This design comes from an exercise in tuning for small area on the open sky130 flow, not from production work.
Function was checked by simulation only, so behaviour that the tests miss may differ from the original.
Power is estimated from default activity; no workload was simulated.

--- flow/config.mk ---
export PLATFORM = sky130hd
export DESIGN_NAME = bullet_ctrl_top
export DESIGN_NICKNAME = bullet_ctrl_top
export VERILOG_FILES = /design/flow/design.v
export SDC_FILE = /design/flow/constraint.sdc
export NUM_CORES = 4
export LEC_CHECK = 0
export ABC_AREA = 1
export CAP_MARGIN = 20
export CORE_MARGIN = 2
export CORE_UTILIZATION = 45
export PLACE_DENSITY = 0.65
export SLEW_MARGIN = 20
--- flow/constraint.sdc ---
create_clock -name core_clock -period 25.0 [get_ports {frame_clk}]
set_input_delay 5.0000 -clock core_clock [delete_from_list [all_inputs] [get_ports {frame_clk}]]
set_output_delay 5.0000 -clock core_clock [all_outputs]
set_load 0.01 [all_outputs]
--- flow/design.v ---
module bullet_ctrl_top (input frame_clk, input Reset,
    input chara_direction,
    input [9:0] show_x, show_y,
    input [9:0] chara_left, chara_right, chara_top, chara_bot,
    input press_j, dragon, deflect, deflect_left, deflect_right,
    input [9:0] DrawX, DrawY,
    input [1:0] chara_id,
    input deflect_color,
    output logic [23:0] bullet_color,
    output logic [59:0] bullet_state,
    output logic [29:0] hit,
    output logic DEFLECT_HIT,
    output logic test);
  localparam [1:0] WAIT = 2'd0, ML = 2'd1, MR = 2'd2, CD = 2'd3;
  function automatic ge10(input [9:0] a, input [9:0] b);  
    reg c;
    integer i;
    begin
      c = 1'b1;
      for (i = 0; i < 10; i = i + 1) c = (a[i] & ~b[i]) | ((a[i] | ~b[i]) & c);
      ge10 = c;
    end
  endfunction
  function automatic [9:0] add10(input [9:0] a, input [9:0] b);
    reg c;
    integer i;
    begin
      c = 1'b0;
      for (i = 0; i < 10; i = i + 1) begin
        add10[i] = a[i] ^ b[i] ^ c;
        c = (a[i] & b[i]) | ((a[i] | b[i]) & c);
      end
    end
  endfunction
  function automatic [9:0] sub10(input [9:0] a, input [9:0] b);  
    reg c;
    integer i;
    begin
      c = 1'b1;
      for (i = 0; i < 10; i = i + 1) begin
        sub10[i] = a[i] ^ ~b[i] ^ c;
        c = (a[i] & ~b[i]) | ((a[i] | ~b[i]) & c);
      end
    end
  endfunction
  logic c0, c1;
  assign c0 = (chara_id == 2'd0);
  assign c1 = (chara_id == 2'd1);
  logic [9:0] step, frange, fperiod;
  always_comb begin
    if (c0)      begin step = 10'd6; frange = 10'd160; fperiod = 10'd3;   end
    else if (c1) begin step = 10'd4; frange = 10'd320; fperiod = 10'd6;   end
    else         begin step = 10'd3; frange = 10'd320; fperiod = 10'd100; end
  end
  logic [29:0][1:0] st;
  logic [29:0][9:0] bx;
  logic [29:0][9:0] by;
  logic        dragon_q;
  logic [6:0]  cnt;        
  logic [5:0]  cntg;       
  logic [9:0]  delay;
  logic [1:0]  acc;
  logic [29:0] waiting, moving, shoot, dhit;
  logic [29:0] vis_t, match_d, inner_d;
  always_comb
    for (int i = 0; i < 30; i++) begin
      waiting[i] = (st[i] == WAIT);
      moving[i]  = (st[i] == ML) || (st[i] == MR);
      bullet_state[2*i +: 2] = st[i];
    end
  logic fire_en, fire;
  assign fire_en = (delay == 10'd0) && press_j && !deflect && (c0 || c1);
  assign fire = fire_en && (c1 ? (|waiting) : (|waiting[19:0]));
  always_comb begin
    logic seen;
    seen = 1'b0;
    for (int i = 0; i < 30; i++) begin
      shoot[i] = fire_en && waiting[i] && !seen && (i < 20 || c1);
      seen = seen | waiting[i];
    end
  end
  logic [9:0] delay_in;
  logic [1:0] acc_in;
  logic genji_rst;
  always_comb begin
    delay_in = (delay != 10'd0) ? delay + 10'd1 : 10'd0;
    if (delay_in == fperiod) delay_in = 10'd0;
    if (fire) delay_in = 10'd1;
    acc_in = acc + {1'b0, fire && c1};
    genji_rst = 1'b0;
    if (c1) begin
      if (acc_in != 2'd3) genji_rst = 1'b1;
      else begin
        delay_in = 10'd1;
        if (cntg == 6'd35) begin acc_in = 2'd0; delay_in = 10'd0; end
      end
    end
  end
  logic reload;
  assign reload = c0 ? (cnt == 7'd69) : (cnt == 7'd100);
  logic rst_all;
  assign rst_all = Reset || reload || dragon_q;
  always_ff @(posedge frame_clk) begin
    dragon_q <= dragon;
    if (Reset) begin
      acc <= 2'd0;
      delay <= 10'd0;
    end else begin
      acc <= acc_in;
      delay <= delay_in;
    end
    if (Reset) test <= 1'b0;
    if (DEFLECT_HIT) test <= 1'b1;
    if (Reset || fire) cnt <= 7'd0;
    else if (cnt != 7'd127) cnt <= cnt + 7'd1;
    if (Reset || genji_rst) cntg <= 6'd0;
    else if (cntg != 6'd63) cntg <= cntg + 6'd1;
  end
  logic [9:0] srange, wlim, stepn;
  logic s_ge_r;
  assign srange = show_x + frange;
  assign wlim = show_x - frange;
  assign s_ge_r = show_x >= frange;
  assign stepn = 10'd0 - step;
  genvar g;
  generate
    for (g = 0; g < 30; g++) begin : b
      logic [9:0] x, y, u, fx, fy;
      logic bhit, left, out;
      logic [1:0] nst;
      assign x = bx[g];
      assign y = by[g];
      assign left = (st[g] == ML);
      assign bhit = ge10(x, chara_left) && ge10(chara_right, x) && ge10(y, chara_top) && ge10(chara_bot, y);
      assign u = add10(x, left ? stepn : step);
      logic uhi;
      assign uhi = c0 ? (u >= 10'd864) : (u >= 10'd704);
      assign out = bhit || (s_ge_r ? (ge10(wlim, u) || uhi) : (ge10(wlim, u) && uhi)) || ge10(u, srange) ||
                   (left ? (x < step) : (x > 10'd639 - step));
      assign hit[g]  = moving[g] && bhit && !(left ? deflect_right : deflect_left);
      assign dhit[g] = moving[g] && bhit &&  (left ? deflect_right : deflect_left);
      always_comb begin
        nst = st[g];
        if (waiting[g]) begin
          if (shoot[g]) nst = chara_direction ? MR : ML;
        end else if (moving[g]) begin
          if (out) nst = CD;
        end
        if (rst_all) nst = WAIT;
        if (dragon) nst = CD;
      end
      always_ff @(posedge frame_clk) begin
        st[g] <= nst;
        bx[g] <= moving[g] ? u : show_x;
        if (!moving[g]) by[g] <= show_y;
      end
      assign fx = sub10(DrawX, x);
      assign fy = sub10(DrawY, y);
      logic xin, xl, xr, yin, yt, yb, trx, tryy;
      logic xe0, xe1, xe123, xe1020, xe1021, xe1022, xe1023, ye0, ye1, ye123, ye1020, ye1023;
      logic xlo, xhi, ylo, yhi;
      assign xlo = (x[9:2] == 8'h00);
      assign xhi = (x[9:2] == 8'hff);
      assign ylo = (y[9:2] == 8'h00);
      assign yhi = (y[9:2] == 8'hff);
      assign xin = (fx == 10'h3ff || fx == 10'd0 || fx == 10'd1) && !(xlo && x[1:0] == 2'd0) && !(xhi && x[1:0] == 2'd3);
      assign xl  = (fx == 10'h3fc || fx == 10'h3fd || fx == 10'h3fe) && !(xlo && x[1:0] != 2'd0);
      assign xr  = (fx == 10'd2 || fx == 10'd3 || fx == 10'd4) && !(xhi && x[1:0] != 2'd3);
      assign yin = (fy == 10'h3ff || fy == 10'd0 || fy == 10'd1) && !(ylo && y[1:0] == 2'd0) && !(yhi && y[1:0] == 2'd3);
      assign yt  = (fy == 10'h3fc || fy == 10'h3fd || fy == 10'h3fe) && !(ylo && y[1:0] != 2'd0);
      assign yb  = (fy == 10'd2 || fy == 10'd3 || fy == 10'd4) && !(yhi && y[1:0] != 2'd3);
      assign trx = fx == 10'd0 ||
                   (fx == 10'h3ff && !(xlo && x[1:0] == 2'd0)) ||
                   (fx == 10'd1 && !(xhi && x[1:0] == 2'd3)) ||
                   (fx == 10'd2 && !(xhi && x[1]));
      assign tryy = fy == 10'd0 || (fy == 10'h3ff && !(ylo && y[1:0] == 2'd0));
      assign inner_d[g] = moving[g] && xin && yin;
      assign match_d[g] = moving[g] && ((xin && (yin || yt || yb)) || (yin && (xl || xr)));
      assign vis_t[g]   = moving[g] && trx && tryy;
    end
  endgenerate
  assign DEFLECT_HIT = |dhit;
  logic any_d, first_inner, any_t;
  always_comb begin
    logic seen;
    seen = 1'b0;
    first_inner = 1'b0;
    for (int k = 0; k < 30; k++) begin
      if (!seen && match_d[k]) first_inner = inner_d[k];
      seen = seen | match_d[k];
    end
    any_d = seen;
    any_t = |vis_t[19:0];
  end
  always_comb begin
    if (c1)
      bullet_color = !any_d ? 24'h000000 : !first_inner ? 24'h808080 :
                     deflect_color ? 24'h181818 : 24'hf8f8ff;
    else if (c0)
      bullet_color = !any_t ? 24'h000000 : deflect_color ? 24'hff0000 : 24'h00ffff;
    else
      bullet_color = 24'hffffff;
  end
endmodule
--- flow/run.sh ---
#!/bin/bash
# synth_recipe.tcl (not shown) runs the flow's synth.tcl, then flattens the netlist and writes it again
# the make line also repeats each setting of config.mk as NAME=value (left out here)
make -C /OpenROAD-flow-scripts/flow DESIGN_CONFIG=/design/flow/config.mk WORK_HOME=/design/flow/orfs CLKGATE_MAP_FILE= SYNTH_SCRIPT=/design/flow/synth_recipe.tcl finish
==> run notes, run 1 <==
- RD Place Congestion: 1.05
- First-pass iteration count of the detailed router: 7
* Unrepaired setup endpoints after global routing: no
- Cell at the root of the clock tree: sky130_fd_sc_hd__clkbuf_16
- Wire length of the first global-routing pass: 604000 um
- Synth Net Count: 12400
- Antenna-violating nets left: 0
- Slew at the pin with the worst max-slew slack: 1350 ps
- In the synthesized netlist, the number of instances is between 10000 and 15000.
- Met2 track utilization from global routing: approximately 62%
- Number of buffers created by CTS: 95
- Ys Warns: 1
- Setup TNS after final layout: 0 ps
- Clock Sink Count: between 600 and 700
- Endpoint type of the worst setup path: primary output
- Measured along the y axis, the die boundary spans 431 um.
- Endpoint of the most critical setup path: bullet_color[14]
- Initial drt markers: 14800
- Final period utilization: 77.0%
- Of the post-synthesis cell area, the dominant cell type holds 17.6%.
- First element of the critical path: DrawX[0]
- Largest net degree at the start of global routing: just over 70
- The design draws 11.4 mW.
* Placed cell areas: 86900 sq um
- The library cell used most frequently in the layout, excluding fill and tap cells, is sky130_fd_sc_hd__nand2_1.
- Relative to the synthesized area, the layout overhead comes to 9.76%.
- By area the synthesized netlist is led by sky130_fd_sc_hd__fa_1 (18%), sky130_fd_sc_hd__edfxtp_1 (11%), sky130_fd_sc_hd__dfxtp_1 (9.4%).
- Number of failing hold endpoints at the final stage: 0
* Total setup violations reported at the end of the flow: 0
* CTS resizes: 0
* Post-CTS setup buffers: 0
* Cell count of the worst reg-to-reg path: 25
* Summed area of non-filler cells in the final layout: 90200 sq um
- In this run the critical register-to-register path is launched from st[9].
* Die Outline Area: 186000 sq um
* Routed vias: 92900
- Initial Util: 45.4%
- The min-delay analysis places its worst path in the category reg2reg.
* Status: timing/DRC/antenna clean
- After detailed routing, the number of remaining DRC violations is 0.
- Time the worst path needs with I/O delays and setup: roughly 19000 ps
* Fraction of the yosys area taken by sequential cells: 20.4%
* Final number of max-transition violations: 0
* Ys flop type: sky130_fd_sc_hd__dfxtp_1
- Cts-stage hold buffer count: 0
- The initialized floorplan defines between 150 and 200 standard-cell rows.
- Once layout is complete, the utilization of the core stands at 49.8%.
- The worst-case IR drop observed on VDD is 0.0000711 V.
* Met1 Use GR: a little over half
- After clock tree synthesis, the clock-pin slew on the worst setup and hold paths is 60 ps.
- Number of buffers on the longest clock path: 3
- Proportion of register bits with asynchronous set or reset after synthesis: 0%
- Total congestion overflow: 0
- On the critical path, the stage with the largest delay is an instance of sky130_fd_sc_hd__buf_4.
- For this block, the routed nets add up to 430000 um of wire.
* Vias in the first global route: 86100
- During I/O placement, the number of pins put on the boundary was 207.
- Critical Path Fanout Max: 19
- Yosys mapped the design onto 76 distinct sky130hd cell types.
- In this run the tightest slew margin relative to its limit is 9.04%.
- Power spread over the standard cell area amounts to roughly 130 nW/um^2.
- Counting stages on the worst path, the most repeated cell is sky130_fd_sc_hd__fa_1.
- Count of state elements after synthesis: 687
* Estimated wirelength of the detail-placed design: 291000 um
- In this run, synthesis inferred 300 flip-flops with an integrated enable.
- Mean routed wirelength per cell: around 31 um
- Global routing consumed, over all layers together, 44.9% of the routing resources.
- After floorplanning, the core was sized to cover 181000 sq um.
- Achievable frequency: around 52 MHz
* Highest-count cells in the layout ignoring fill and taps: sky130_fd_sc_hd__nand2_1 (1602), sky130_fd_sc_hd__inv_1 (1561), sky130_fd_sc_hd__o21ai_0 (1279)
- Count of nets after finishing: 12400
- The H-tree was split into 3 levels.
* Per-instance average area after synthesis: 7.36 sq um
- Data arrives at the worst endpoint at 14250 ps.
* Critical Path RT: 20000 ps
- At the later pin of the worst-skew pair, clock insertion delay measures 790 ps.
- The synthesized netlist occupies a cell area of 82200 sq um.
* Clock tree from TritonCTS: built
* Cell taking the most area after synthesis: sky130_fd_sc_hd__fa_1
* Vias per inst: 6.78
* Reg-to-reg slack, setup: 18160 ps
- Initial antenna violation count: 40
* Global Route met3 Usage: 20.3%
- On the worst path, the slowest cell contributes a delay of 650 ps.
* Layer with the highest usage after global routing: met2
- Critical Path Source Type: input pin
- Worst Path Class, Setup: in2out
* Number of maximum-capacitance constraint violations: 0
- The analysis attributes to cell leakage a power of 37.0 nW.
* Die width: 431 um
- The endpoint identified for the worst register-to-register timing path is st[9].
- Final setup skew: 41.0 ps
- Fraction of final layout cells with drive strength greater than 1: roughly 5.3%
- The count of buffers added on input and output ports is 206.
-- registers in the layout, summed over array words and instances, names as in the netlist --
register / flops
dragon_q: 1
acc: 2
delay: 10
cnt: 7
st: 60
bx: 300
cntg: 6
test: 1
by: 300
-- layer usage --
| layer | vias up | wire length [um] |
|---|---|---|
| li1 | 39300 | - |
| met1 | 43600 | 149000 |
| met2 | 7689 | 165000 |
| met3 | 2317 | 74100 |
| met4 | 22 | 42200 |
| met5 | - | 161 |
-- report_power, final --
part	switching [mW]	internal [mW]	total, mW
logic	4.99	2.77	7.77
registers	0.543	1.62	2.16
clock network	0.636	0.856	1.49
-- stage by stage --
stage / setup slack [ps] / instances / hold slack (ps)
after global routing: 5320 / 13700 / 520
after global placement: 5960 / 13500 / 464
after floorplan: 7960 / 11200 / 453
final: 5750 / 13700 / 481
after detailed placement: 5830 / 13500 / 467
after CTS: 5840 / 13700 / 483
-- worst min-delay path by stage --
stage | startpoint | end | depth (start not counted)
after CTS | cnt[2] | cnt[2] | 2
final | cnt[2] | cnt[2] | 2
after global routing | test | test | 2
after floorplan | cnt[6] | cnt[6] | 2
after global placement | test | test | 2
after detailed placement | test | test | 2
-- area by class of cell --
cell class / instances / area, sq um
clock inverter: 45 / 594
tap: 2370 / 2970
multi-input combinational: 8387 / 57600
clock buffer: 127 / 2640
antenna: 20 / 50.0
timing repair buffer: 445 / 3570
fill: 17700 / 90900
sequential: 687 / 16800
inverter: 1613 / 6060
-- cell families after synthesis --
group | count (synthesis) | share of synthesized area, %
AND/OR/NAND/NOR | 3890 | 20.8
AO/OA/AOI/OAI | 3237 | 24.1
buffers and inverters | 2095 | 9.66
adder cells (fa/ha/maj) | 1111 | 23.5
flip-flops | 687 | 20.4
XOR/XNOR | 149 | 1.59
-- worst max-delay path: cells and delay by family --
kind                       cells  cell delay [ps]
xor gates and xnor gates       2              420
AOI/OAI and AO/OA              1              110
adders and majority gates      9             3670
and+or+nand+nor               20             2760
buffers and inverters          6             2210
-- cell usage after synthesis (all sizes together) (18+ instances only) --
cell / count
edfxtp: 300
xor2: 110
or2: 67
buf: 65
o31ai: 19
nand3b: 36
dfxtp: 387
a21oi: 505
o311ai: 18
o221ai: 403
nor4: 143
o21ai: 1295
nor3b: 18
o2111ai: 38
clkbuf: 417
ha: 374
a22oi: 19
inv: 1588
nor2: 971
fa: 722
o22ai: 504
a31oi: 101
a221oi: 40
a211oi: 37
nor3: 248
nand4: 281
o211ai: 148
nand3: 470
nand2: 1608
clkinv: 25
xnor2: 39
==> run 2, diff against run 1 <==
--- a/flow/design.v
+++ b/flow/design.v
@@ -126,5 +126,5 @@
   generate
     for (g = 0; g < 30; g++) begin : b
-      logic [9:0] x, y, u, fx, fy;
+      logic [9:0] x, y, u;
       logic bhit, left, out;
       logic [1:0] nst;
@@ -155,8 +155,14 @@
         if (!moving[g]) by[g] <= show_y;
       end
+      logic [8:0] fxk, fyk;
+      logic [9:0] fx, fy;
       assign fx = sub10(DrawX, x);
       assign fy = sub10(DrawY, y);
-      logic xin, xl, xr, yin, yt, yb, trx, tryy;
-      logic xe0, xe1, xe123, xe1020, xe1021, xe1022, xe1023, ye0, ye1, ye123, ye1020, ye1023;
+      always_comb
+        for (int k = -4; k <= 4; k++) begin
+          fxk[k+4] = (fx == k[9:0]);
+          fyk[k+4] = (fy == k[9:0]);
+        end
+      logic xe0, xe1023, xe123, xe1020_2, xe1022_3, ye0, ye1023, ye123, ye1020_2;
       logic xlo, xhi, ylo, yhi;
       assign xlo = (x[9:2] == 8'h00);
@@ -164,15 +170,22 @@
       assign ylo = (y[9:2] == 8'h00);
       assign yhi = (y[9:2] == 8'hff);
-      assign xin = (fx == 10'h3ff || fx == 10'd0 || fx == 10'd1) && !(xlo && x[1:0] == 2'd0) && !(xhi && x[1:0] == 2'd3);
-      assign xl  = (fx == 10'h3fc || fx == 10'h3fd || fx == 10'h3fe) && !(xlo && x[1:0] != 2'd0);
-      assign xr  = (fx == 10'd2 || fx == 10'd3 || fx == 10'd4) && !(xhi && x[1:0] != 2'd3);
-      assign yin = (fy == 10'h3ff || fy == 10'd0 || fy == 10'd1) && !(ylo && y[1:0] == 2'd0) && !(yhi && y[1:0] == 2'd3);
-      assign yt  = (fy == 10'h3fc || fy == 10'h3fd || fy == 10'h3fe) && !(ylo && y[1:0] != 2'd0);
-      assign yb  = (fy == 10'd2 || fy == 10'd3 || fy == 10'd4) && !(yhi && y[1:0] != 2'd3);
-      assign trx = fx == 10'd0 ||
-                   (fx == 10'h3ff && !(xlo && x[1:0] == 2'd0)) ||
-                   (fx == 10'd1 && !(xhi && x[1:0] == 2'd3)) ||
-                   (fx == 10'd2 && !(xhi && x[1]));
-      assign tryy = fy == 10'd0 || (fy == 10'h3ff && !(ylo && y[1:0] == 2'd0));
+      assign xe0 = xlo && x[1:0] == 2'd0;
+      assign xe123 = xlo && x[1:0] != 2'd0;
+      assign xe1023 = xhi && x[1:0] == 2'd3;
+      assign xe1020_2 = xhi && x[1:0] != 2'd3;
+      assign xe1022_3 = xhi && x[1];
+      assign ye0 = ylo && y[1:0] == 2'd0;
+      assign ye123 = ylo && y[1:0] != 2'd0;
+      assign ye1023 = yhi && y[1:0] == 2'd3;
+      assign ye1020_2 = yhi && y[1:0] != 2'd3;
+      logic xin, xl, xr, yin, yt, yb, trx, tryy;
+      assign xin = (fxk[3] || fxk[4] || fxk[5]) && !xe0 && !xe1023;
+      assign xl  = (fxk[0] || fxk[1] || fxk[2]) && !xe123;
+      assign xr  = (fxk[6] || fxk[7] || fxk[8]) && !xe1020_2;
+      assign yin = (fyk[3] || fyk[4] || fyk[5]) && !ye0 && !ye1023;
+      assign yt  = (fyk[0] || fyk[1] || fyk[2]) && !ye123;
+      assign yb  = (fyk[6] || fyk[7] || fyk[8]) && !ye1020_2;
+      assign trx = fxk[4] || (fxk[3] && !xe0) || (fxk[5] && !xe1023) || (fxk[6] && !xe1022_3);
+      assign tryy = fyk[4] || (fyk[3] && !ye0);
       assign inner_d[g] = moving[g] && xin && yin;
       assign match_d[g] = moving[g] && ((xin && (yin || yt || yb)) || (yin && (xl || xr)));
==> flow/flow/run.sh (new file) <==
#!/bin/bash
set -euo pipefail
HERE=$(pwd)
# The standard flow's synthesis script, sourcing a copy of ORFS synth.tcl that uses our ABC script
sed "s|source \$::env(SCRIPTS_DIR)/synth.tcl|source $HERE/my_synth_core.tcl|" synth_recipe.tcl > my_synth.tcl
grep -q my_synth_core my_synth.tcl
awk -v s="$HERE/flow/abc_area2.script" '{print} /^source \$::env\(SCRIPTS_DIR\)\/synth_preamble.tcl/ {print "set abc_args [lreplace $abc_args 1 1 " s "]"; print "puts \"custom abc args: $abc_args\""}' \
  "$FLOW_HOME/scripts/synth.tcl" > my_synth_core.tcl
grep -q abc_area2 my_synth_core.tcl
export CTS_ARGS="-sink_clustering_enable -repair_clock_nets -dont_use_dummy_load"
bash standard.sh SYNTH_SCRIPT="$HERE/my_synth.tcl" synth > make_synth.log 2>&1
bash standard.sh SYNTH_SCRIPT="$HERE/my_synth.tcl" > make_finish.log 2>&1
==> flow/flow/abc_area2.script (new file) <==
strash
&get -n
&st
&syn2
&dch -f
&nf -a -R 1000
&st
&syn2
&dch -f
&nf -a -R 1000
&st
&dch -f
&nf -a -R 1000
&put
topo
==> flow/standard.sh (new file) <==
#!/bin/bash
# synth_recipe.tcl (not shown) runs the flow's synth.tcl, then flattens the netlist and writes it again
# the make line also repeats each setting of config.mk as NAME=value (left out here)
make -C /OpenROAD-flow-scripts/flow DESIGN_CONFIG=/design/flow/config.mk WORK_HOME=/design/flow/orfs CLKGATE_MAP_FILE= SYNTH_SCRIPT=/design/flow/synth_recipe.tcl "${@:-finish}"
--- a/flow/config.mk
+++ b/flow/config.mk
@@ -9,5 +9,5 @@
 export CAP_MARGIN = 20
 export CORE_MARGIN = 2
-export CORE_UTILIZATION = 45
-export PLACE_DENSITY = 0.65
+export CORE_UTILIZATION = 55
+export PLACE_DENSITY = 0.7
 export SLEW_MARGIN = 20
removed: flow/run.sh
==> run 2 against run 1 <==
Sequential cell count unchanged. Design area down 6.8%. Worst setup slack worse by 1100 ps. Register-to-register slack about the same. Final cell count down 17%. Clock power down 22%. Maximum frequency down 5.5%. Critical endpoint unchanged. Largest cell class unchanged.
==> run notes, run 2 <==
- The global-route wire length before repair is 561000 um (was 604000 um).
* Power, Total: 11.2 mW (was 11.4 mW)
* Critical Path Fanout Max: 16 (was 19)
* Initial Util: 55.3% (was 45.4%)
* Post-synthesis cell area: 75900 sq um (was 82200 sq um)
- Maximum vdd drop: 0.0000773 V (was 0.0000711 V)
- Count of state elements after synthesis: 687 (unchanged)
- Ys Warns: 1 (unchanged)
- The final core utilization came to 61.3% (was 49.8%).
- The TritonCTS clock tree was built (unchanged).
- WP buf/inv: 6 (unchanged)
* Launch instance of the worst register-to-register path: st[2] (was st[9])
- The total number of nets in the final design was 10700 (was 12400).
- The fraction of final layout cells sized beyond drive strength 1 is 4.72% (was 5.28%).
- The synthesized area per cell came to 8.46 sq um (was 7.36 sq um).
- The hold violation count in the final report was 0 (unchanged).
- Vias in the first global route: 79000 (was 86100)
* Initial antenna violation count: 28 (was 40)
- The worst-case register-to-register setup slack is 18170 ps (was 18160 ps).
- Largest delay share family, worst path: simple AND/OR/NAND/NOR gates (was adder cells)
* Final number of max-transition violations: 0 (unchanged)
* Instance count of the mapped netlist: 8964 (was 11200)
- The maximum clock rate was 49.1 MHz (was 52.0 MHz).
* Final period utilization: 81.5% (was 77.0%)
* Critical path data arrival time: 15370 ps (was 14250 ps)
* Final setup skew: 88.8 ps (was 41.0 ps)
* Routed vias: 86300 (was 92900)
* Ys flop type: sky130_fd_sc_hd__dfxtp_1 (unchanged)
- Status: timing/DRC/antenna clean (unchanged)
- Initial drt markers: 14500 (was 14800)
* Count of input and output buffers: 206 (unchanged)
* CTS HTree Levels: 3 (unchanged)
- Area of the core: 137000 sq um (was 181000 sq um)
* Fraction of the yosys area taken by sequential cells: 22.1% (was 20.4%)
* Total setup violations reported at the end of the flow: 0 (unchanged)
* Antenna-violating nets left: 0 (unchanged)
- The number of clock sinks came to 687 (unchanged).
* Slack of the critical path: 4630 ps (was 5750 ps)
* Mean routed wirelength per cell: 35.7 um (was 31.4 um)
- The final worst hold slack was 459 ps (was 481 ps).
- Number of different library cells in the post-synthesis netlist: 71 (was 76)
- Largest registers: bx x300, by x300, st x60 (unchanged).
- Most used standard cells in the synthesized netlist: sky130_fd_sc_hd__a21oi_1 (1049), sky130_fd_sc_hd__clkinv_1 (1017), sky130_fd_sc_hd__nor2_1 (826) (was sky130_fd_sc_hd__nand2_1 (1604), sky130_fd_sc_hd__inv_1 (1578), sky130_fd_sc_hd__o21ai_0 (1291))
* Combinational share of power: 68.4% (was 68.0%)
* Max incr delay on CP: 680 ps (was 650 ps)
- Internal portion of total power: 5.23 mW (was 5.24 mW)
* Layout fillers: 12100 (was 17700)
- Leading cell types by total area after synthesis: sky130_fd_sc_hd__fa_1 (19%), sky130_fd_sc_hd__edfxtp_1 (12%), sky130_fd_sc_hd__dfxtp_1 (10%) (was sky130_fd_sc_hd__fa_1 (18%), sky130_fd_sc_hd__edfxtp_1 (11%), sky130_fd_sc_hd__dfxtp_1 (9.4%)).
- Unrepaired setup endpoints after global routing: no (unchanged)
* Endpoint type of the worst setup path: primary output (unchanged)
- The weighted congestion reported at the end of routability-driven placement is 1.09 (was 1.05).
- Type of the tightest min-delay check: reg2reg (unchanged)
- The headroom to the max-slew limit is 5.83% (was 9.04%).
- Switching power of the nets: 5.96 mW (was 6.17 mW)
* Worst min-delay path startpoint: test (was cnt[2])
- Time the worst path needs with I/O delays and setup: 20370 ps (was 19250 ps)
- Post-CTS setup buffers: 0 (unchanged)
- R2r endpoint: st[54] (was st[9])
* I/O Pins: 207 (unchanged)
* Total congestion overflow: 0 (unchanged)
* Drt total wl: 404000 um (was 430000 um)
- The max capacitance violation total is 0 (unchanged).
- The detailed-route DRC error count came to 0 (unchanged).
- The minimum setup slack after placement is 5120 ps (was 5830 ps).
- The total CTS buffers was 90 (was 95).
- The maximum number of pins on one net before global-route repair came to 70 (was 71).
- The die width came to 375 um (was 431 um).
* EDFF count, synth: 300 (unchanged)
* Slowest cell on the critical path: sky130_fd_sc_hd__nor3_1 (was sky130_fd_sc_hd__buf_4)
- The cell occurring most often along the worst timing path was sky130_fd_sc_hd__fa_1 (unchanged).
- The most common cell in the netlist is sky130_fd_sc_hd__a21oi_1 (was sky130_fd_sc_hd__nand2_1).
- Slew at the pin with the worst max-slew slack: 1400 ps (was 1350 ps)
- Synth Net Count: 10200 (was 12400)
- The clock latency reported for the late side of the worst-skew pair came to 770 ps (was 790 ps).
- Proportion of total power due to net switching: 53.3% (was 54.1%)
- Hold path cells: 1 (was 2)
* Cell taking the most area after synthesis: sky130_fd_sc_hd__fa_1 (unchanged)
- Overall track demand over capacity in global routing: 55.6% (was 44.9%)
* Critical Path Source Type: input pin (unchanged)
- The fraction of synthesis flops using an asynchronous set or reset pin came to 0% (unchanged).
- Highest-count cells in the layout ignoring fill and taps: sky130_fd_sc_hd__a21oi_1 (1049), sky130_fd_sc_hd__clkinv_1 (1000), sky130_fd_sc_hd__nor2_1 (825) (was sky130_fd_sc_hd__nand2_1 (1602), sky130_fd_sc_hd__inv_1 (1561), sky130_fd_sc_hd__o21ai_0 (1279))
- Sequential share of power: 21.2% (was 18.9%)
- Cell count of the worst reg-to-reg path: 16 (was 25)
* Clock-pin slew on the worst setup and hold paths: 50 ps (was 60 ps)
* First-pass iteration count of the detailed router: 10 (was 7)
- The total leakage power was 28.9 nW (was 37.0 nW).
- The data required time at the worst endpoint was 20000 ps (about the same).
- Growth of design area from synthesis to finish: 10.8% (was 9.76%)
- The total negative setup slack is 0 ps (unchanged).
- The end point of the worst hold path is test (was cnt[2]).
- FP Rows: 136 (was 156)
- The ratio of routed vias to standard cells came to 7.63 (was 6.78).
- Number of buffers on the longest clock path: 3 (unchanged)
- CTS resizes: 0 (unchanged)
* Die Outline Area: 141000 sq um (was 186000 sq um)
- The most common cell after layout, fill and taps aside is sky130_fd_sc_hd__a21oi_1 (was sky130_fd_sc_hd__nand2_1).
* Cts-stage hold buffer count: 0 (unchanged)
* Worst Path Class, Setup: in2out (unchanged)
- The sum of net half-perimeters after detailed placement came to 269000 um (was 291000 um).
* Cell Pwr Density: 133 nW/um^2 (was 127 nW/um^2)
- The area fraction of the dominant cell type after synthesis was 19.1% (was 17.6%).
- Power share of the clock group: 10.4% (was 13.1%)
- The library cell used as clock root buffer was sky130_fd_sc_hd__clkbuf_16 (unchanged).
- The die span in y came to 375 um (was 431 um).
==> run 2: logic make-up (layout without fill, tap and decap cells) <==
kind of cell / count (synthesis) / in the layout / synth area share (%)
buffers and inverters: 1033 / 1560 / 5.19
other: 0 / 21 / 0
DFF: 687 / 687 / 22.1
muxes: 24 / 24 / 0.317
adders and majority gates: 1183 / 1183 / 26.4
AOI/OAI and AO/OA: 3327 / 3327 / 28.0
and+or+nand+nor: 2508 / 2508 / 15.7
xor gates and xnor gates: 202 / 202 / 2.33
==> run 2: power by group through the flow <==
stage	logic [mW]	registers (mW)	clock network, mW
2_1_floorplan	5.40	2.13	0
3_3_place_gp	7.07	2.34	0
3_5_place_dp	7.26	2.34	0
4_1_cts	7.31	2.33	1.15
5_1_grt	8.33	2.42	1.18
6_report	7.64	2.37	1.16
==> run 2: worst max path at each step <==
stage,startpoint,to,slack (ps),cells after the start
floorplan,chara_id[1],st[24],6300,8
global placement,DrawX[0],bullet_color[0],5320,38
detailed placement,DrawX[0],bullet_color[14],5120,34
CTS,DrawX[0],bullet_color[14],5090,38
global route,DrawX[0],bullet_color[14],4230,38
finish,DrawX[0],bullet_color[14],4630,38
==> run 2: cell type report <==
type	instances	area [sq um]	area share, %
clock buffer	90	2250	2.68
antenna	21	52.6	0.0625
sequential	687	16800	19.9
tap	1794	2240	2.67
inverter	1017	3820	4.55
multi-input combinational	7244	55300	65.8
timing repair buffer	453	3610	4.30
==> run 2: routing by layer <==
metal / vias up / wire length (um) / GRT usage (%)
li1: 35200 / - / -
met1: 40300 / 131000 / 64.9
met5: - / 744 / 1.54
met4: 38 / 45200 / 45.7
met2: 8078 / 150000 / 74.0
met3: 2622 / 76100 / 30.5
==> run 2: stage by stage <==
step	cell area [sq um]	std cells
after detailed placement	81700	11200
final	84100	11300
after CTS	84000	11300
after global routing	84000	11300
after global placement	81700	11200
after floorplan	75900	8964
==> run 3, diff against run 2 <==
--- a/flow/design.v
+++ b/flow/design.v
@@ -123,4 +123,26 @@
   assign s_ge_r = show_x >= frange;
   assign stepn = 10'd0 - step;
+  logic [8:0] mx_in, mx_l, mx_r, mx_t, my_in, my_l, my_r, my_t;
+  logic X0, X1, X2, X1021, X1022, X1023, Y0, Y1, Y2, Y1021, Y1022, Y1023;
+  assign X0 = (DrawX == 10'd0);
+  assign X1 = (DrawX == 10'd1);
+  assign X2 = (DrawX == 10'd2);
+  assign X1021 = (DrawX == 10'd1021);
+  assign X1022 = (DrawX == 10'd1022);
+  assign X1023 = (DrawX == 10'd1023);
+  assign Y0 = (DrawY == 10'd0);
+  assign Y1 = (DrawY == 10'd1);
+  assign Y2 = (DrawY == 10'd2);
+  assign Y1021 = (DrawY == 10'd1021);
+  assign Y1022 = (DrawY == 10'd1022);
+  assign Y1023 = (DrawY == 10'd1023);
+  assign mx_in = {3'b000,                                                              !(X0 || X1),  !(X0 || X1023), !(X1022 || X1023), 3'b000};
+  assign mx_l  = {6'b000000,                                                                                                            !(X1023 || X0 || X1), !(X1022 || X1023 || X0), !(X1021 || X1022 || X1023)};
+  assign mx_r  = {!(X0 || X1 || X2), !(X1023 || X0 || X1), !(X1022 || X1023 || X0), 6'b000000};
+  assign mx_t  = {2'b00,                                   !(X0 || X1),          !X0,          1'b1,           !X1023,            3'b000};
+  assign my_in = {3'b000,                                                              !(Y0 || Y1),  !(Y0 || Y1023), !(Y1022 || Y1023), 3'b000};
+  assign my_l  = {6'b000000,                                                                                                            !(Y1023 || Y0 || Y1), !(Y1022 || Y1023 || Y0), !(Y1021 || Y1022 || Y1023)};
+  assign my_r  = {!(Y0 || Y1 || Y2), !(Y1023 || Y0 || Y1), !(Y1022 || Y1023 || Y0), 6'b000000};
+  assign my_t  = {4'b0000,                                                                          1'b1,           !Y1023,            3'b000};
   genvar g;
   generate
@@ -134,8 +156,13 @@
       assign bhit = ge10(x, chara_left) && ge10(chara_right, x) && ge10(y, chara_top) && ge10(chara_bot, y);
       assign u = add10(x, left ? stepn : step);
+      logic xlow, xhigh, x632;
+      assign x632 = (x[9:3] == 7'd79);
+      assign xlow = (x[9:3] == 7'd0) & (c0 ? (x[2:0] < 3'd6) : c1 ? (x[2:0] < 3'd4) : (x[2:0] < 3'd3));
+      assign xhigh = (x[9] & (x[8] | x[7])) |
+                     (x632 & (c0 ? (x[2:0] > 3'd1) : c1 ? (x[2:0] > 3'd3) : (x[2:0] > 3'd4)));
       logic uhi;
-      assign uhi = c0 ? (u >= 10'd864) : (u >= 10'd704);
+      assign uhi = c0 ? (u[9] & u[8] & (u[7] | (u[6] & u[5]))) : (u[9] & (u[8] | (u[7] & u[6])));
       assign out = bhit || (s_ge_r ? (ge10(wlim, u) || uhi) : (ge10(wlim, u) && uhi)) || ge10(u, srange) ||
-                   (left ? (x < step) : (x > 10'd639 - step));
+                   (left ? xlow : xhigh);
       assign hit[g]  = moving[g] && bhit && !(left ? deflect_right : deflect_left);
       assign dhit[g] = moving[g] && bhit &&  (left ? deflect_right : deflect_left);
@@ -164,28 +191,13 @@
           fyk[k+4] = (fy == k[9:0]);
         end
-      logic xe0, xe1023, xe123, xe1020_2, xe1022_3, ye0, ye1023, ye123, ye1020_2;
-      logic xlo, xhi, ylo, yhi;
-      assign xlo = (x[9:2] == 8'h00);
-      assign xhi = (x[9:2] == 8'hff);
-      assign ylo = (y[9:2] == 8'h00);
-      assign yhi = (y[9:2] == 8'hff);
-      assign xe0 = xlo && x[1:0] == 2'd0;
-      assign xe123 = xlo && x[1:0] != 2'd0;
-      assign xe1023 = xhi && x[1:0] == 2'd3;
-      assign xe1020_2 = xhi && x[1:0] != 2'd3;
-      assign xe1022_3 = xhi && x[1];
-      assign ye0 = ylo && y[1:0] == 2'd0;
-      assign ye123 = ylo && y[1:0] != 2'd0;
-      assign ye1023 = yhi && y[1:0] == 2'd3;
-      assign ye1020_2 = yhi && y[1:0] != 2'd3;
       logic xin, xl, xr, yin, yt, yb, trx, tryy;
-      assign xin = (fxk[3] || fxk[4] || fxk[5]) && !xe0 && !xe1023;
-      assign xl  = (fxk[0] || fxk[1] || fxk[2]) && !xe123;
-      assign xr  = (fxk[6] || fxk[7] || fxk[8]) && !xe1020_2;
-      assign yin = (fyk[3] || fyk[4] || fyk[5]) && !ye0 && !ye1023;
-      assign yt  = (fyk[0] || fyk[1] || fyk[2]) && !ye123;
-      assign yb  = (fyk[6] || fyk[7] || fyk[8]) && !ye1020_2;
-      assign trx = fxk[4] || (fxk[3] && !xe0) || (fxk[5] && !xe1023) || (fxk[6] && !xe1022_3);
-      assign tryy = fyk[4] || (fyk[3] && !ye0);
+      assign xin = |(fxk & mx_in);
+      assign xl  = |(fxk & mx_l);
+      assign xr  = |(fxk & mx_r);
+      assign trx = |(fxk & mx_t);
+      assign yin = |(fyk & my_in);
+      assign yt  = |(fyk & my_l);
+      assign yb  = |(fyk & my_r);
+      assign tryy = |(fyk & my_t);
       assign inner_d[g] = moving[g] && xin && yin;
       assign match_d[g] = moving[g] && ((xin && (yin || yt || yb)) || (yin && (xl || xr)));
--- a/flow/flow/run.sh
+++ b/flow/flow/run.sh
@@ -8,5 +8,5 @@
   "$FLOW_HOME/scripts/synth.tcl" > my_synth_core.tcl
 grep -q abc_area2 my_synth_core.tcl
-export CTS_ARGS="-sink_clustering_enable -repair_clock_nets -dont_use_dummy_load"
+export CTS_ARGS="-sink_clustering_enable -repair_clock_nets -dont_use_dummy_load -sink_clustering_size 14 -sink_clustering_max_diameter 100"
 bash standard.sh SYNTH_SCRIPT="$HERE/my_synth.tcl" synth > make_synth.log 2>&1
 bash standard.sh SYNTH_SCRIPT="$HERE/my_synth.tcl" > make_finish.log 2>&1
==> flow/flow/abc_area2.script (replaced) <==
strash
&get -n
&st
&deepsyn -T 120
&dch -f
&nf -a -R 1000
&put
topo
==> run 3 against run 2 <==
Worst setup slack better by 76 ps. Power grew 4.4%. Critical endpoint is now bullet_color[15]. Register-to-register slack lost 240 ps. Sequential cell count stayed put. Sequential power about the same. Die area decreased by 5.7%. Largest cell class unchanged. Via count fell by 3.0%. Routed wire length shrank 1.8%. Synthesized cell count decreased by 7.8%. Largest power group unchanged. Still clean. Critical path type unchanged. Combinational power is 9.6% higher. Critical path depth fell by 11. Clock-buffer cell count fell by 31.
==> run notes, run 3 <==
* Cell taking the most area after synthesis: sky130_fd_sc_hd__fa_1 (unchanged)
- RD Place Congestion: 1.10 (was 1.09)
- Time the worst path needs with I/O delays and setup: 20290 ps (was 20370 ps)
* CTS HTree Levels: 2 (was 3)
- Total congestion overflow: 0 (unchanged)
- Count of nets after finishing: 9794 (was 10700)
- The synthesized flop and latch total is 687 (unchanged).
* Power, Total: 11.7 mW (was 11.2 mW)
- The headroom to the max-slew limit came to 6.92% (was 5.83%).
* Maximum vdd drop: 0.000102 V (was 0.0000773 V)
- The number of vias in the routed layout was 83700 (was 86300).
* Fraction of final layout cells with drive strength greater than 1: 4.96% (was 4.72%)
- Post-synthesis cell area: 71500 sq um (was 75900 sq um)
* Max incr delay on CP: 910 ps (was 680 ps)
- Status: timing/DRC/antenna clean (unchanged).
- The number of distinct standard cells referenced by the synthesized netlist came to 72 (was 71).
* Largest family of logic cells by synthesized area: compound AO/OA/AOI/OAI gates (unchanged)
- Residual DRC count: 0 (unchanged)
- Instance count of the mapped netlist: 8261 (was 8964)
* Synth Net Count: 9268 (was 10200)
- The number of buffers inserted by port buffering came to 206 (unchanged).
* Post-CTS setup buffers: 0 (unchanged)
- The filler cell count in the final layout came to 11500 (was 12100).
* Launch instance of the worst register-to-register path: st[59] (was st[2])
* Sequential share of power: 20.5% (was 21.2%)
* Die Outline Area: 133000 sq um (was 141000 sq um)
- The switching power came to 6.35 mW (was 5.96 mW).
- Per-instance average area after synthesis: 8.65 sq um (was 8.46 sq um)
- The combined flip-flop and latch cell area is 16800 sq um (unchanged).
- Number of failing hold endpoints at the final stage: 0 (unchanged)
- The start point of the worst min-delay path was test (unchanged).
- I/O Pins: 207 (unchanged)
* CTS resizes: 0 (unchanged)
- Slowest cell on the critical path: sky130_fd_sc_hd__a221oi_1 (was sky130_fd_sc_hd__nor3_1)
- The global router's overall resource usage was 58.3% (was 55.6%).
- Leading cell types by total area after synthesis: sky130_fd_sc_hd__fa_1 (20%), sky130_fd_sc_hd__edfxtp_1 (13%), sky130_fd_sc_hd__dfxtp_1 (11%) (was sky130_fd_sc_hd__fa_1 (19%), sky130_fd_sc_hd__edfxtp_1 (12%), sky130_fd_sc_hd__dfxtp_1 (10%)).
- The post-route clock period utilization is 81.2% (was 81.5%).
- Initial drt markers: 16400 (was 14500)
- First element of the critical path: DrawX[0] (unchanged)
- The total CTS buffers came to 59 (was 90).
- Drt total wl: 396000 um (was 404000 um)
* Portion of netlist area occupied by mux cells: 0.492% (was 0.317%)
- Total setup violations reported at the end of the flow: 0 (unchanged)
- Setup TNS after final layout: 0 ps (unchanged)
* Share of the synthesized netlist area taken by xor and xnor gates: 2.43% (was 2.33%)
* Proportion of total power due to net switching: 54.5% (was 53.3%)
- The fraction of the mapped netlist area in compound gates came to 29.2% (was 28.0%).
* Final standard cell count with taps included and fillers excluded: 10600 (was 11300)
- Ys flop type: sky130_fd_sc_hd__dfxtp_1 (unchanged)
* Met3 WL: 75900 um (was 76100 um)
- The fraction of synthesis flops using an asynchronous set or reset pin came to 0% (unchanged).
* Mean routed wirelength per cell: 37.5 um (was 35.7 um)
- The maximum net fanout on the critical path came to 19 (was 16).
* First-pass iteration count of the detailed router: 13 (was 10)
* Type of the tightest min-delay check: reg2reg (unchanged)
- The internal power contribution came to 5.32 mW (was 5.23 mW).
- Die width: 365 um (was 375 um)
- The total leakage power came to 26.7 nW (was 28.9 nW).
- The maximum number of pins on one net before global-route repair was 68 (was 70).
- The top metal layer carrying routed signals is met5 (unchanged).
- Fraction of the mapped netlist area in simple logic gates: 15.0% (was 15.7%)
- The data required time at the worst endpoint came to 20000 ps (about the same).
- Vias in the first global route: 77400 (was 79000)
- DRT met1 WL: 124000 um (was 131000 um)
- The area of the multi-input gates came to 51400 sq um (was 55300 sq um).
- Clock-pin slew on the worst setup and hold paths: 70 ps (was 50 ps)
* FP Rows: 132 (was 136)
- WL met2: 149000 um (was 150000 um)
- The sum of net half-perimeters after detailed placement was 263000 um (was 269000 um).
- The global-route wire length before repair is 550000 um (was 561000 um).
- The launching element type of the critical path was an input pin (unchanged).
- The measured slew at the worst slew-check pin came to 1400 ps (about the same).
- Cell at the root of the clock tree: sky130_fd_sc_hd__clkbuf_16 (unchanged)
- Worst Path Class, Setup: in2out (unchanged)
- Achievable frequency: 49.3 MHz (was 49.1 MHz)
- Commonest non-fill, non-tap cell in the layout: sky130_fd_sc_hd__clkinv_1 (was sky130_fd_sc_hd__a21oi_1)
* Highest-count cells in the layout ignoring fill and taps: sky130_fd_sc_hd__clkinv_1 (890), sky130_fd_sc_hd__a21oi_1 (838), sky130_fd_sc_hd__nor2_1 (833) (was sky130_fd_sc_hd__a21oi_1 (1049), sky130_fd_sc_hd__clkinv_1 (1000), sky130_fd_sc_hd__nor2_1 (825))
- The number of antenna violations at the first check in global routing is 33 (was 28).
- The number of antenna-violating nets in the routed design is 0 (unchanged).
- Combinational share of power: 71.7% (was 68.4%)
- The total core area is 129000 sq um (was 137000 sq um).
- Final number of max-transition violations: 0 (unchanged)
* Insertion delay of the later-clocked pin in the worst-skew pair: 740 ps (was 770 ps)
* Ys Warns: 1 (unchanged)
- The minimum setup slack after placement came to 5310 ps (was 5120 ps).
- # placed instances: 10500 (was 11200)
* Largest registers: bx x300, by x300, st x60 (unchanged)
- The number of clock sinks came to 687 (unchanged).
- The initial standard-cell utilization of the core was 55.3% (about the same).
- Vert. Die Dim: 365 um (was 375 um)
- Unrepaired setup endpoints after global routing: no (unchanged).
- The TritonCTS clock tree is built (unchanged).
- Cell repeated most along the worst path: sky130_fd_sc_hd__fa_1 (unchanged)
- Vias per inst: 7.92 (was 7.63)
- EDFF count, synth: 300 (unchanged)
- The type of element capturing the critical path was a primary output (unchanged).
- The area fraction of the dominant cell type after synthesis came to 20.2% (was 19.1%).
- Most used standard cells in the synthesized netlist: sky130_fd_sc_hd__clkinv_1 (901), sky130_fd_sc_hd__nor2_1 (842), sky130_fd_sc_hd__a21oi_1 (839) (was sky130_fd_sc_hd__a21oi_1 (1049), sky130_fd_sc_hd__clkinv_1 (1017), sky130_fd_sc_hd__nor2_1 (826)).
* Cts-stage hold buffer count: 0 (unchanged)
- The clock tree skew after final layout came to 37.9 ps (was 88.8 ps).
- The worst endpoint data arrival time is 15290 ps (was 15370 ps).
- The setup slack of the critical path after layout came to 4710 ps (was 4630 ps).
- Number of buffers on the longest clock path: 3 (unchanged)
* Fraction of the yosys area taken by sequential cells: 23.4% (was 22.1%)
* Growth of design area from synthesis to finish: 10.9% (was 10.8%)
- Power share of the clock group: 7.8% (was 10.4%)
- Most common cell in the netlist: sky130_fd_sc_hd__clkinv_1 (was sky130_fd_sc_hd__a21oi_1)
- Adder-cell share of the synthesized area: 24.5% (was 26.4%)
- Cell Pwr Density: 147 nW/um^2 (was 133 nW/um^2)
- The max capacitance violation total is 0 (unchanged).
[run 3: changes by cell type after synthesis, sizes merged, moves of 91 or more]
cell    delta
o221ai   +185
clkinv   -116
ha       -180
a21oi    -210
nand3     -91
a221oi    -91
[run 3: stage by stage]
stage          hold WS, ps  instance area [sq um]  util, %
6_report               466                  79300     61.3
5_1_grt                497                  79200     61.2
4_1_cts                468                  79100     61.2
3_5_place_dp           452                  77700     60.1
3_3_place_gp           435                  77700     60.0
2_1_floorplan          461                  71500        -
[run 3: path summary, 6_finish.rpt]
check	to	slack (ps)	cells past startpoint
worst min register to register	test	470	1
worst max register to register	st[58]	17930	25
worst min-delay path	test	470	1
worst max-delay path	bullet_color[15]	4710	27
[run 3: critical path: cells and delay by family]
kind,cells,cell delay [ps]
AOI/OAI and AO/OA,7,3110
adders and majority gates,9,3420
buffers and inverters,5,2010
and+or+nand+nor,6,1730
[run 3: kinds of logic (layout without fill, tap and decap cells)]
group,Yosys count,count (layout)
other,0,37
and+or+nand+nor,2272,2272
muxes,35,35
AOI/OAI and AO/OA,3169,3169
DFF,687,687
xor gates and xnor gates,198,198
adders and majority gates,982,982
buffers and inverters,918,1442
[run 3: cell type report]
cell class | instances | area share (%)
Tap cell | 1742 | 2.75
Sequential cell | 687 | 21.1
Multi-Input combinational cell | 6656 | 64.9
Clock buffer | 59 | 1.86
Inverter | 901 | 4.27
Timing Repair Buffer | 482 | 4.97
Antenna cell | 37 | 0.117
[run 3: power by group through the flow]
stage | Sequential (mW) | Clock (mW) | Combinational (mW)
after floorplan | 2.17 | 0 | 5.75
after global placement | 2.37 | 0 | 7.74
after detailed placement | 2.37 | 0 | 7.93
after CTS | 2.35 | 0.888 | 7.98
after global routing | 2.44 | 0.919 | 9.02
final | 2.40 | 0.907 | 8.37
[run 3: routing by layer]
| layer | vias up | global-route usage, % |
|---|---|---|
| met5 | - | 0.290 |
| met2 | 8847 | 76.9 |
| li1 | 32900 | - |
| met3 | 2838 | 29.8 |
| met4 | 22 | 51.7 |
| met1 | 39100 | 68.6 |

separate check: timing with driven ports:
How much do the figures lean on ideal ports? The routed layouts below were timed once more, with nothing changed but the port constraints. Step 1 assumes that a clkbuf_16 drives the clock port and a buf_2 every other input. Step 2, shift: input delay + t, output delay - t, t = (earliest + latest rising clock arrival at the registers) / 2. This alone moves slack from input paths to output paths. Slacks: ideal / step 1 / step 2; pairs: ideal / step 1.
run | shift t [ns] | setup slack, ns | clock arrival spread, ns | worst data-port slew with drivers (ns) | pins driven straight from the clock port
run 1 | 0.879 | 5.754 / 5.732 / 5.732 | 0.049 / 0.049 | 0.10 | 1
run 2 | 0.819 | 4.635 / 4.612 / 4.612 | 0.093 / 0.093 | 0.18 | 1
run 3 | 0.818 | 4.710 / 4.576 / 4.576 | 0.052 / 0.052 | 0.20 | 1
After both steps setup and hold are still met in every run listed. For run 3, which loses most, drivers alone change the setup slack by -0.134 ns; drivers and shift together by -0.134 ns.
